What follows belongs to an exercise in optimizing a design on an open flow for small area and a short achievable clock period; a production flow would make more cautious choices.
In this exercise RTL edits were held to simulation tests only and were not proved equivalent to the original.
No driver is modelled on the clock port, so clocking that relies on it looks cheaper here than on a real chip.
Power and IR drop assume default switching activity.

## job 1760
==> flow/design.v (excerpt) <==
module SPI_Wrapper(MISO, MOSI, SS_n, rst_n, clk);
input MOSI, SS_n, clk, rst_n;
output MISO;
wire [9:0] rxdata;
wire [7:0] txdata;
wire rx_valid,tx_valid;
SPI_RAM #(256,8) R (rxdata, txdata, rx_valid, tx_valid , clk, rst_n);
SPI_SLAVE  S (MOSI,MISO,SS_n,clk,rst_n,rxdata,rx_valid, txdata, tx_valid);
endmodule
export LEC_CHECK = 0
export ABC_AREA = 1
export CAP_MARGIN = 20
export CORE_MARGIN = 2
export CORE_UTILIZATION = 75
export CTS_BUF_LIST = sky130_fd_sc_hd__clkbuf_16
export CTS_CLUSTER_DIAMETER = 70
export CTS_CLUSTER_SIZE = 32
export SETUP_SLACK_MARGIN = 2.3
export SLEW_MARGIN = 20
create_clock -name core_clock -period 4.0 [get_ports {clk}]
run.sh (not shown) runs the stock make flow with config.mk's settings and CLKGATE_MAP_FILE= SYNTH_SCRIPT=/design/flow/synth_recipe.tcl, a recipe that flattens the netlist after the stock synthesis.
diff inputs: job 1760 => job 5475
- CTS_CLUSTER_SIZE: 32 -> 35
- SETUP_SLACK_MARGIN: 2.3 -> 2.2
- CORE_UTILIZATION: 75 -> 60
Notes after the runs:
- Job 5475: no failed stages, no open violations at the end
- Internal power consumption sits lower in job 5475 than in job 1760.
- Against job 1760, count of inverters not on the clock network in the layout in job 5475 rose slightly.
- Diff job 1760 -> job 5475 | final cell count without fillers | up by a few percent
- Looking at worst min-delay path category, the reg2reg result is from job 5475; the in2async one comes from job 1760.
- Looking at largest voltage drop on the vdd net, job 5475 sits about 8% below job 1760.
- The total design power number comes out lower for job 5475 vs job 1760.
- Between job 1760 and job 5475, the delay of the slowest critical-path stage does not differ in any meaningful way.
- In the metrics for job 5475 and job 1760, the one carrying the higher cell area is job 1760.
- ~same portion of the clock cycle consumed by the worst path in the final layout in job 5475 and job 1760
- The total of clock buffers placed in the layout of job 5475 is lower than that of job 1760.
Input changes introduced in job 6930 (baseline for comparison: job 5475):
- changing SETUP_SLACK_MARGIN from 2.2 to 2.12
- changing CORE_UTILIZATION from 60 to 75
- changing CTS_CLUSTER_SIZE from 35 to 32
### Flow results
In the flow results for job 5475 and job 6930, the cell area after placement is smaller on job 6930.
When the final numbers for job 5475 and job 6930 were put side by side, the worst path buffer plus inverter count turned out to be smaller in job 5475.
In the flow results for job 5475 and job 6930, the clock period minus worst slack is larger on job 6930.
Summary of job 6930 over job 5475: core footprint shrank by 0.016 mm2; number of vias in the routed layout increased 903; critical path depth rose 6; die area lost 20%; area growth from synthesis to layout dropped 1.1 points.
| worst hold slack after final layout | higher: job 5475 |
Diff job 5475 and job 6930: cell area higher in job 5475

========
The RTL this note starts from:
==> flow/design.v <==
module SPI_RAM (din, dout ,rx_valid, tx_valid , clk, rst_n);
parameter MEM_DEPTH=256;
parameter ADDR_SIZE=8;
input clk, rst_n, rx_valid;
input [9:0] din;
output  reg tx_valid;
output reg [ADDR_SIZE-1:0] dout;
reg [2:0] ra_j;     
reg [3:0] ra_hi;    
reg [7:0] ra_lo;    
reg [7:0] rdbuf;    
reg       pend;     
reg [2:0] ph;       
reg       slot;     
reg       land;     
reg [7:0] tapreg;   
wire       cmd  = rst_n & rx_valid;
wire [7:0] s6 [0:31];
reg  [7:0] grp [0:3];
reg  [7:0] tap6;
genvar g;
generate
  for (g = 0; g < 32; g = g + 1) begin : rg
    reg [63:0] s;
    wire we = land & ra_hi[g / 8] & ra_lo[g % 8];
    always @(posedge clk)
      s <= {s[55:0], we ? rdbuf : s[63:56]};
    assign s6[g] = s[55:48];
  end
endgenerate
integer h, l;
always @(*) begin
  for (h = 0; h < 4; h = h + 1) begin
    grp[h] = 8'd0;
    for (l = 0; l < 8; l = l + 1)
      grp[h] = grp[h] | ({8{ra_lo[l]}} & s6[h*8 + l]);
  end
  tap6 = 8'd0;
  for (h = 0; h < 4; h = h + 1)
    tap6 = tap6 | ({8{ra_hi[h]}} & grp[h]);
end
always @(posedge clk) begin
  ph     <= ph + 3'd1;
  slot   <= (ph + 3'd1) == ra_j;
  tapreg <= tap6;
end
always @(posedge clk) begin
  if (cmd && ~din[8]) begin
    ra_j  <= din[2:0];
    ra_hi <= 4'b1 << din[7:6];
    ra_lo <= 8'b1 << din[5:3];
  end
end
wire      wr_cmd  = cmd && din[9:8] == 2'b01;
wire      pend_nx = wr_cmd | (pend & ~slot);
always @(posedge clk)
  land <= pend_nx & ((ph + 3'd1) == ra_j);
always @(posedge clk) begin
  if (wr_cmd) begin
    rdbuf <= din[7:0];
    pend  <= 1'b1;
  end
  else if (slot) begin
    if (pend)
      pend <= 1'b0;
    else
      rdbuf <= tapreg;
  end
end
always @(posedge clk or negedge rst_n) begin
	if (~rst_n) begin
		dout<=0;
		tx_valid<=0;
	end
	else if (rx_valid) begin
		if (din[9:8] == 2'b11) begin
		    dout<= rdbuf;
		    tx_valid<=1;
		end
	end
end
endmodule
module SPI_SLAVE (MOSI,MISO,SS_n,clk,rst_n,rx_data,rx_valid, tx_data, tx_valid);
input MOSI,SS_n,clk,rst_n,tx_valid;
input [7:0] tx_data;
output reg MISO;
output reg rx_valid;
output reg [9:0] rx_data; 
localparam [2:0] IDLE=3'd0, CHK_CMD=3'd1, WRITE=3'd2, READ_ADD=3'd3, READ_DATA=3'd4;
reg [2:0] cs,ns;
reg rd_flag;  
reg [3:0] state_countout;
reg[2:0] MISO_CountOut;  
wire counter_enable;  
wire counter_done;  
reg MISO_CountEn; 
wire MISO_CountDone;
always@(posedge clk or negedge rst_n) begin
  if(~rst_n) begin
    cs<= IDLE;
  end
  else begin
    cs<=ns;
  end
end  
always@(*) begin
  case(cs)
  IDLE: begin 
    if(~SS_n) 
      ns=CHK_CMD;
    else 
      ns=IDLE;
  end
  CHK_CMD:
    if(~SS_n) begin
      if(MOSI && ~rd_flag) begin
         ns=READ_ADD;
        end
        else if(MOSI && rd_flag) begin
         ns=READ_DATA;
        end
        else begin
         ns=WRITE;
        end
    end
    else begin
      ns=IDLE;
    end
  READ_DATA:
    if(SS_n) begin
      ns=IDLE;
    end
    else begin
      ns=READ_DATA;
    end
  READ_ADD:
    if(SS_n) begin
      ns=IDLE;
    end
    else begin
      ns=READ_ADD;
    end
  WRITE:
     if(SS_n) begin
      ns=IDLE;
    end
    else begin
      ns=WRITE;
    end
default:begin 
  ns=IDLE;
end
    endcase
end
always@ (posedge clk or negedge  rst_n) begin
  if(!rst_n) begin
    rd_flag<=0;
  end
  else begin
    if(cs!=IDLE) begin
      if(cs==READ_ADD && counter_done) begin
        rd_flag<=1;
      end
    end
  end
end
always@ (posedge clk) begin
  if(cs==IDLE) begin
    MISO<=0; 
    rx_data<=0;
  end
  else begin
  if(counter_enable) begin
    rx_data<={MOSI,rx_data[9:1]};
  end
  if(MISO_CountEn) begin
    MISO<= tx_data[MISO_CountOut];
  end
end
end
always@(posedge clk or negedge rst_n) begin
  if(~rst_n) begin
    state_countout<=0;
    MISO_CountOut<=7;  
    MISO_CountEn<=0;
  end
  else begin
    if(cs==IDLE)begin
      state_countout<=0;
      MISO_CountOut<=7;
      MISO_CountEn<=0;
    end
    else if(counter_enable) begin
      state_countout<=state_countout+1;
    end
    if(counter_done) begin
      state_countout<=0;
      MISO_CountOut<=7;  
    end
    if(counter_done&&cs==READ_DATA)begin
    MISO_CountEn<=1;
    end
    if(MISO_CountEn) begin
      MISO_CountOut<=MISO_CountOut-1;
    end
    if (MISO_CountDone) begin
      MISO_CountOut<=7;
      MISO_CountEn<=0;
    end
  end  
end
assign counter_enable=(cs != IDLE && cs!=CHK_CMD && ~counter_done && ~MISO_CountEn)?1:0;
assign counter_done = (state_countout==4'b1010)?1:0;
assign MISO_CountDone = (MISO_CountOut== 0)?1:0;
always @(posedge clk ) begin
  if(counter_done)begin
    rx_valid<=1;
  end
  else begin
    rx_valid<=0;
  end
end
endmodule
module SPI_Wrapper(MISO, MOSI, SS_n, rst_n, clk);
input MOSI, SS_n, clk, rst_n;
output MISO;
wire [9:0] rxdata;
wire [7:0] txdata;
wire rx_valid,tx_valid;
SPI_RAM #(256,8) R (rxdata, txdata, rx_valid, tx_valid , clk, rst_n);
SPI_SLAVE  S (MOSI,MISO,SS_n,clk,rst_n,rxdata,rx_valid, txdata, tx_valid);
endmodule
clock: 4.0 ns
lec_check: 0
abc_area: 1
cap_margin: 20
core_margin: 2
core_utilization: 80
cts_buf_list: sky130_fd_sc_hd__clkbuf_16
cts_cluster_diameter: 70
cts_cluster_size: 28
setup_slack_margin: 2.35
slew_margin: 20
standard.sh (not shown) runs the stock make flow with config.mk's settings and CLKGATE_MAP_FILE= SYNTH_SCRIPT=/design/flow/synth_recipe.tcl, a recipe that flattens the netlist after the stock synthesis.
==> flow/flow/run.sh <==
#!/bin/bash
# The standard layout, with one change after CTS: the levels of the clock
# tree between the clock port and CTS's leaf buffers are replaced by four
# buf_16 buffers that the port drives directly, and the leaf buffers become
# buf_12 (flow/ctsfix.tcl).
set -euo pipefail
WORK=$(pwd)
R=$WORK/orfs/results/$FLOW_PLATFORM/SPI_Wrapper/base

# 1. standard synthesis, floorplan, placement and CTS
bash standard.sh cts > "$WORK/std_to_cts.log" 2>&1

# 2. rebuild the top of the clock tree
cp "$R/4_cts.odb" "$WORK/4_cts_standard.odb"
FLOW_HOME="$FLOW_HOME" FLOW_PLATFORM="$FLOW_PLATFORM" \
  IN_ODB="$WORK/4_cts_standard.odb" IN_SDC="$R/4_cts.sdc" OUT_ODB="$WORK/4_cts_fixed.odb" \
  NROOT=4 CLK_PORT=clk ROOT_CELL=sky130_fd_sc_hd__buf_16 LEAF_CELL=sky130_fd_sc_hd__buf_12 \
  openroad -no_init -exit "$WORK/flow/ctsfix.tcl" > "$WORK/ctsfix.log" 2>&1
cp "$WORK/4_cts_fixed.odb" "$R/4_cts.odb"
touch "$R/4_cts.odb" "$R/4_cts.sdc"

# 3. the rest of the standard layout
bash standard.sh > "$WORK/std_route_finish.log" 2>&1
Other scripts of this flow, unchanged in this note and not shown: flow/flow/ctsfix.tcl
The baseline did not get past clock tree synthesis (4_1_cts).
Change:
- CORE_UTILIZATION: 80 -> 75
- Now the flow produced a clean layout
- synthesized area does not change
- synthesized cell count does not change
Change:
- SETUP_SLACK_MARGIN: 2.35 -> 2.3
Clock-buffer cell count is unchanged.
Flip-flop and latch count stays the same.
Clock skew grows by 5.8 ps.
Core utilization is about the same.
Routed wire length shrinks by 3.2%.
Final area hardly moves.
Setup slack got worse by 3.5 ps.
Worst hold slack got worse by 64 ps.
Synthesized cell count is unchanged.
Area after synthesis does not change.

## separate check: timing with driven ports
No port has a modelled driver above. Below, the same layouts with a new extraction and two added sets of constraints. Step 1: set_driving_cell puts a clkbuf_16 on clk and a buf_2 on each other input, an assumption about the parent block. Step 2, shift: input delay + t, output delay - t, t = (earliest + latest rising clock arrival at the registers) / 2. This alone moves slack from input paths to output paths. a / b / c = no drivers / after step 1 / after step 2; a / b = the first two.
run | t (ns) | setup WS [ns] | worst setup path at the end | clock arrival spread, ns | worst register clock-pin slew, ns
job 1760 | 0.715 | 2.091 / 2.027 / 1.932 | input to register | 0.027 / 0.026 | 0.12 / 0.12
job 5475 | 0.718 | 2.095 / 2.029 / 1.645 | input to register | 0.027 / 0.027 | 0.12 / 0.12
job 6930 | 0.715 | 2.038 / 2.024 / 1.621 | input to register | 0.021 / 0.022 | 0.12 / 0.12
the second run of note 2 | 0.615 | 2.271 / 2.123 / 2.008 | input to register | 0.020 / 0.020 | 0.11 / 0.11
the third run of note 2 | 0.619 | 2.267 / 2.118 / 1.880 | input to register | 0.026 / 0.026 | 0.11 / 0.11
After both steps every run listed still meets setup and hold. The setup slack of job 5475, which loses most, moves by -0.066 ns with the drivers and by -0.450 ns with both steps.
